Source: an optimization exercise on an open RTL-to-GDS flow (aim: small area, a short achievable clock period and few clock cycles). Production flows keep margins and buffers that such runs may drop.
In this exercise RTL edits were held to simulation tests only and were not proved equivalent to the original.

== lagoon ==
// Milestone_1
module Milestone_1 (
	input  logic            Clock,
	input  logic            resetn,
	input  logic            start,
	input  logic   [15:0]   SRAM_read_data,
	output logic   [17:0]   SRAM_address,
	output logic   [15:0]   SRAM_write_data,
	output logic            SRAM_we_n,
	output logic            stop
);
Size: ~2,600 cells after synthesis, about 450 flip-flops, about 55 I/O pins, ~28,000 µm² of cells after synthesis.
Settings: LEC_CHECK=0, ABC_CLOCK_PERIOD_IN_PS=4500, CAP_MARGIN=20, CORE_MARGIN=2, CORE_UTILIZATION=40, SETUP_SLACK_MARGIN=5, SLEW_MARGIN=20; clock period 11.0 ns.
run.sh (not shown) runs the stock make flow with config.mk's settings and CLKGATE_MAP_FILE= SYNTH_SCRIPT=/design/flow/synth_recipe.tcl, a recipe that flattens the netlist after the stock synthesis.
lagoon was carried through to the last stage, and its layout satisfied the timing, design-rule and antenna checks.
Testbench counts of lagoon, summed over its fixed seeds: cycles 774,744.
Input changes introduced in zinc (baseline for comparison: lagoon):
- CORE_UTILIZATION now 65, was 40
### Flow results
The flow did not stop early for zinc: all stages ran, and the layout cleared the timing, design-rule and antenna checks. Going from lagoon to zinc, register-to-register slack shrinks by 0.07 ns. Synthesized area came out exactly the same in lagoon and zinc. Non-clock buffer count: zinc vs lagoon down about 1.5%. Met1 usage in global routing, lagoon and zinc: smaller value in lagoon. Diff lagoon -> zinc | part of the cycle the worst path needs | decrease of 0.32 points. Number of antenna violations at the first check in global routing on zinc is down relative to lagoon. lagoon tops out at a lower clock frequency than zinc.


## job 9346
Milestone_1, a different RTL version from the one above (not shown whole).
Size in the first run: roughly 2500 cells after synthesis, roughly 430 flip-flops, roughly 55 I/O pins, about 27000 um^2 of cells after synthesis.
clock: 11.0 ns
lec_check: 0
abc_clock_period_in_ps: 4500
cap_margin: 20
core_margin: 2
core_utilization: 55
cts_cluster_diameter: 100
cts_cluster_size: 25
slew_margin: 20
standard.sh (not shown) runs the stock make flow with config.mk's settings and CLKGATE_MAP_FILE= SYNTH_SCRIPT=/design/flow/synth_recipe.tcl, a recipe that flattens the netlist after the stock synthesis.
==> flow/flow/run.sh <==
#!/bin/bash
set -euo pipefail
export BUFFER_PORTS_ARGS="-buffer_cell sky130_fd_sc_hd__buf_2"
export SETUP_SLACK_MARGIN=7.6
bash standard.sh > standard_flow.log 2>&1
The final layout from job 9346, which completed every stage, passed the timing, design-rule and antenna checks at the end of the flow.
Testbench counts of job 9346, summed over its fixed seeds: cycles 772,864.
## Diff of input files: job 1290 against job 9346
==> flow/flow/run.sh <==
#!/bin/bash
set -euo pipefail
export BUFFER_PORTS_ARGS="-buffer_cell sky130_fd_sc_hd__buf_2"
export SETUP_SLACK_MARGIN=7.9
bash standard.sh > standard_flow.log 2>&1
--- outcome ---
For the final area, job 1290 came in about 2.2% higher than job 9346 did.
Changes observed in job 1290 relative to job 9346: layout overhead on the synthesized area shows an increase of 2.3 points.
The transition time at the pin with the least slew margin of job 1290 is higher than that of job 9346.
When job 1290 is measured against job 9346, its sequential share of layout area turns out 0.63 points lower.
The critical path depth reported for job 1290 is greater than that of job 9346 by 1.
Status: later-pin clock latency in the skew report parity (job 1290, job 9346)
| final routed wire length divided by cell count | job 1290 vs job 9346 | about 1% higher |
In terms of aggregate global-route resource usage, job 1290 and job 9346 differ only marginally.
--- input diff job 1290..job 6499 ---
# job 1290
export LEC_CHECK = 0
export ABC_CLOCK_PERIOD_IN_PS = 4500
export CAP_MARGIN = 20
export CORE_MARGIN = 2
export CORE_UTILIZATION = 55
export CTS_CLUSTER_DIAMETER = 100
export CTS_CLUSTER_SIZE = 25
export SLEW_MARGIN = 20
create_clock -name core_clock -period 11.0 [get_ports {Clock}]
# job 6499
export LEC_CHECK = 0
export ABC_CLOCK_PERIOD_IN_PS = 4500
export CAP_MARGIN = 20
export CORE_MARGIN = 2
export CORE_UTILIZATION = 55
export CTS_CLUSTER_DIAMETER = 80
export CTS_CLUSTER_SIZE = 32
export SLEW_MARGIN = 20
create_clock -name core_clock -period 11.0 [get_ports {Clock}]
==> flow/flow/run.sh <==
#!/bin/bash
set -euo pipefail
export BUFFER_PORTS_ARGS="-buffer_cell sky130_fd_sc_hd__buf_2"
export SETUP_SLACK_MARGIN=7.6
bash standard.sh > standard_flow.log 2>&1
--- outcome ---
Compared job 6499 against job 1290; register-to-register slack within noise.
Relative to job 1290, total vias in the final route has gone down in job 6499.


## build 30
Milestone_1, a different RTL version from the one above (not shown whole).
Size: about 27000 µm² of cells after synthesis.
clock: 11.0 ns
lec_check: 0
abc_clock_period_in_ps: 4500
cap_margin: 20
core_margin: 2
core_utilization: 40
cts_cluster_diameter: 100
cts_cluster_size: 25
slew_margin: 20
==> flow/flow/run.sh <==
#!/bin/bash
set -euo pipefail
export BUFFER_PORTS_ARGS="-buffer_cell sky130_fd_sc_hd__buf_2"
export SETUP_SLACK_MARGIN=7.6
bash standard.sh > standard_flow.log 2>&1
Build 30 finished every stage and its layout cleared the timing, design-rule and antenna checks.
Testbench counts of build 30, summed over its fixed seeds: cycles 774,744.
### build 30 -> build 15
Settings: an added SETUP_SLACK_MARGIN of 5; a deleted CTS_CLUSTER_SIZE that had been 25; a deleted CTS_CLUSTER_DIAMETER that had been 100.
==> flow/run.sh (new file) <==
#!/bin/bash
# synth_recipe.tcl (not shown) runs the flow's synth.tcl, then flattens the netlist and writes it again
# the make line also repeats each setting of config.mk as NAME=value (left out here)
make -C /OpenROAD-flow-scripts/flow DESIGN_CONFIG=/design/flow/config.mk WORK_HOME=/design/flow/orfs CLKGATE_MAP_FILE= SYNTH_SCRIPT=/design/flow/synth_recipe.tcl finish
removed: flow/flow/run.sh
removed: flow/standard.sh
- Between build 15 and build 30, it is build 15 whose CTS buffer count is higher, by 110%.
- Re global routing usage summed across all routing layers: build 15 is 0.33 points up on build 30.
- The number of design-rule violations left by the first detailed-router iteration in build 15 sits about 3% above the value recorded for build 30.
- Area: build 15 vs build 30 -> build 15 larger
- Build 30 → build 15: fill cell total of the finished layout down 76.
- Worst hold slack after final layout ended up 39 ps lower on build 15 than on build 30.
Input changes introduced in build 79 (baseline for comparison: build 15):
Settings: putting CTS_BUF_LIST at sky130_fd_sc_hd__clkbuf_4 sky130_fd_sc_hd__clkbuf_8 where nothing was set; clearing SETUP_SLACK_MARGIN, which used to be 5.
==> flow/flow/run.sh (new file) <==
#!/bin/bash
set -euo pipefail
export BUFFER_PORTS_ARGS="-buffer_cell sky130_fd_sc_hd__buf_2"
export SETUP_SLACK_MARGIN=7.6
bash standard.sh > standard_flow.log 2>&1
==> flow/standard.sh (new file) <==
#!/bin/bash
# synth_recipe.tcl (not shown) runs the flow's synth.tcl, then flattens the netlist and writes it again
# the make line also repeats each setting of config.mk as NAME=value (left out here)
make -C /OpenROAD-flow-scripts/flow DESIGN_CONFIG=/design/flow/config.mk WORK_HOME=/design/flow/orfs CLKGATE_MAP_FILE= SYNTH_SCRIPT=/design/flow/synth_recipe.tcl "${@:-finish}"
removed: flow/run.sh
==> comparison <==
Looking at the reports, build 79 completed the entire flow and the layout it produced met the timing, design-rule and antenna checks.
Compared with build 15, build 79 shows a lower post-layout minimum cycle time.
Non-clock buffer count, build 15 and build 79: larger value in build 79
[build 79 vs build 15] total routing usage reported by global routing: higher in build 79
Changes in build 23 relative to build 79:
Settings: CTS_BUF_LIST removed (was sky130_fd_sc_hd__clkbuf_4 sky130_fd_sc_hd__clkbuf_8).
--- outcome ---
~same final design area excluding fillers in build 23 and build 79
Build 23 and build 79 ended up with nearly the same share of cell area taken by multi-input logic gates.
Of build 23 and build 79, the run reporting the higher final critical delay including setup and external delays was build 79.
Reported for build 23 and build 79, mean instance size in the synthesized netlist turned out identical to the last digit.
Detailed route, build 23 vs build 79: via total lower for build 23
The initial antenna violation count reported for build 23 is smaller than that of build 79 by 1.
When the final numbers for build 23 and build 79 were put side by side, the wire length reported by the detailed router turned out to be smaller in build 23.
Build 23 reports a higher clock tree skew after final layout than build 79 does.
### build 23 -> build 75
Settings: putting SETUP_SLACK_MARGIN at 5 where nothing was set.
==> flow/flow/run.sh <==
#!/bin/bash
set -euo pipefail
export BUFFER_PORTS_ARGS="-buffer_cell sky130_fd_sc_hd__buf_2"
bash standard.sh > standard_flow.log 2>&1
## What came out
Taking build 23 as the reference, in build 75 detailed-route via count now sits lower; register area now sits at about the same level; relative area of clock buffers and inverters in the final design now sits at about the same level; worst hold slack now sits at about the same level.
Time the final worst path needs with I/O delays and setup, build 75 and build 23, lower one = build 23.
Routed wire length ended up 1.1% lower on build 75 than on build 23.
Compared with build 23, in build 75 cell area went down, end-of-flow core utilization dropped 0.61 points.


Milestone_1, a different RTL version from the one above (not shown whole).
For scale: about 2500 cells after synthesis, roughly 430 flip-flops, ~55 I/O pins, about 27000 sq um of cells after synthesis.
Settings: LEC_CHECK=0, ABC_CLOCK_PERIOD_IN_PS=4500, CAP_MARGIN=20, CORE_MARGIN=2, CORE_UTILIZATION=40, CTS_CLUSTER_DIAMETER=100, CTS_CLUSTER_SIZE=25, SLEW_MARGIN=20; clock period 11.0 ns.
==> flow/flow/run.sh <==
#!/bin/bash
set -euo pipefail
export BUFFER_PORTS_ARGS="-buffer_cell sky130_fd_sc_hd__buf_2"
export SETUP_SLACK_MARGIN=7.6
bash standard.sh > standard_flow.log 2>&1
The baseline finished clean.
Testbench counts at the start, summed over its fixed seeds: cycles 774,744.
Next try:
Settings changed: CORE_UTILIZATION 40 to 55.
After rerunning:
- worst setup slack degrades by 13 ps
- wire length stays flat
- synthesized area is unchanged
- global-route usage went up by 7.3 points
- final cell count is lower by 7.6%
- register-to-register slack gains 30 ps

## what the ideal ports hide
How much do the figures lean on ideal ports? The routed layouts below were timed once more, with nothing changed but the port constraints. Step 1 assumes that a clkbuf_16 drives the clock port and a buf_2 every other input. Step 2 adds t to the input delays and takes it off the output delays; t is the mean of the earliest and latest rising clock arrival at the registers after step 1. Input paths then give back, and output paths get back, about the clock's delay inside the block. a / b / c = no drivers / after step 1 / after step 2; a / b = the first two.
run	shift t [ns]	setup slack, ns	worst hold slack (ns)
lagoon	0.651	7.147 / 7.086 / 7.319	0.327 / 0.327 / 0.327
zinc	0.647	7.182 / 7.125 / 7.246	0.327 / 0.327 / 0.327
job 9346	0.615	7.600 / 7.555 / 7.600	0.330 / 0.330 / 0.330
job 1290	0.610	7.590 / 7.555 / 7.590	0.334 / 0.334 / 0.334
job 6499	0.655	7.562 / 7.505 / 7.598	0.339 / 0.339 / 0.339
build 30	0.635	7.585 / 7.527 / 7.714	0.332 / 0.332 / 0.332
build 15	0.665	7.143 / 7.081 / 7.386	0.293 / 0.293 / 0.293
build 79	0.733	7.495 / 7.437 / 7.730	0.316 / 0.316 / 0.316
build 23	0.662	7.553 / 7.491 / 7.714	0.324 / 0.324 / 0.324
build 75	0.661	7.383 / 7.383 / 7.383	0.324 / 0.324 / 0.324
the first run of note 4	0.641	7.599 / 7.540 / 7.708	0.334 / 0.334 / 0.334
the second run of note 4	0.624	7.587 / 7.531 / 7.506	0.340 / 0.340 / 0.340
After both steps setup and hold are still met in every run listed. The setup slack of the second run of note 4, which loses most, moves by -0.056 ns with the drivers and by -0.081 ns with both steps.
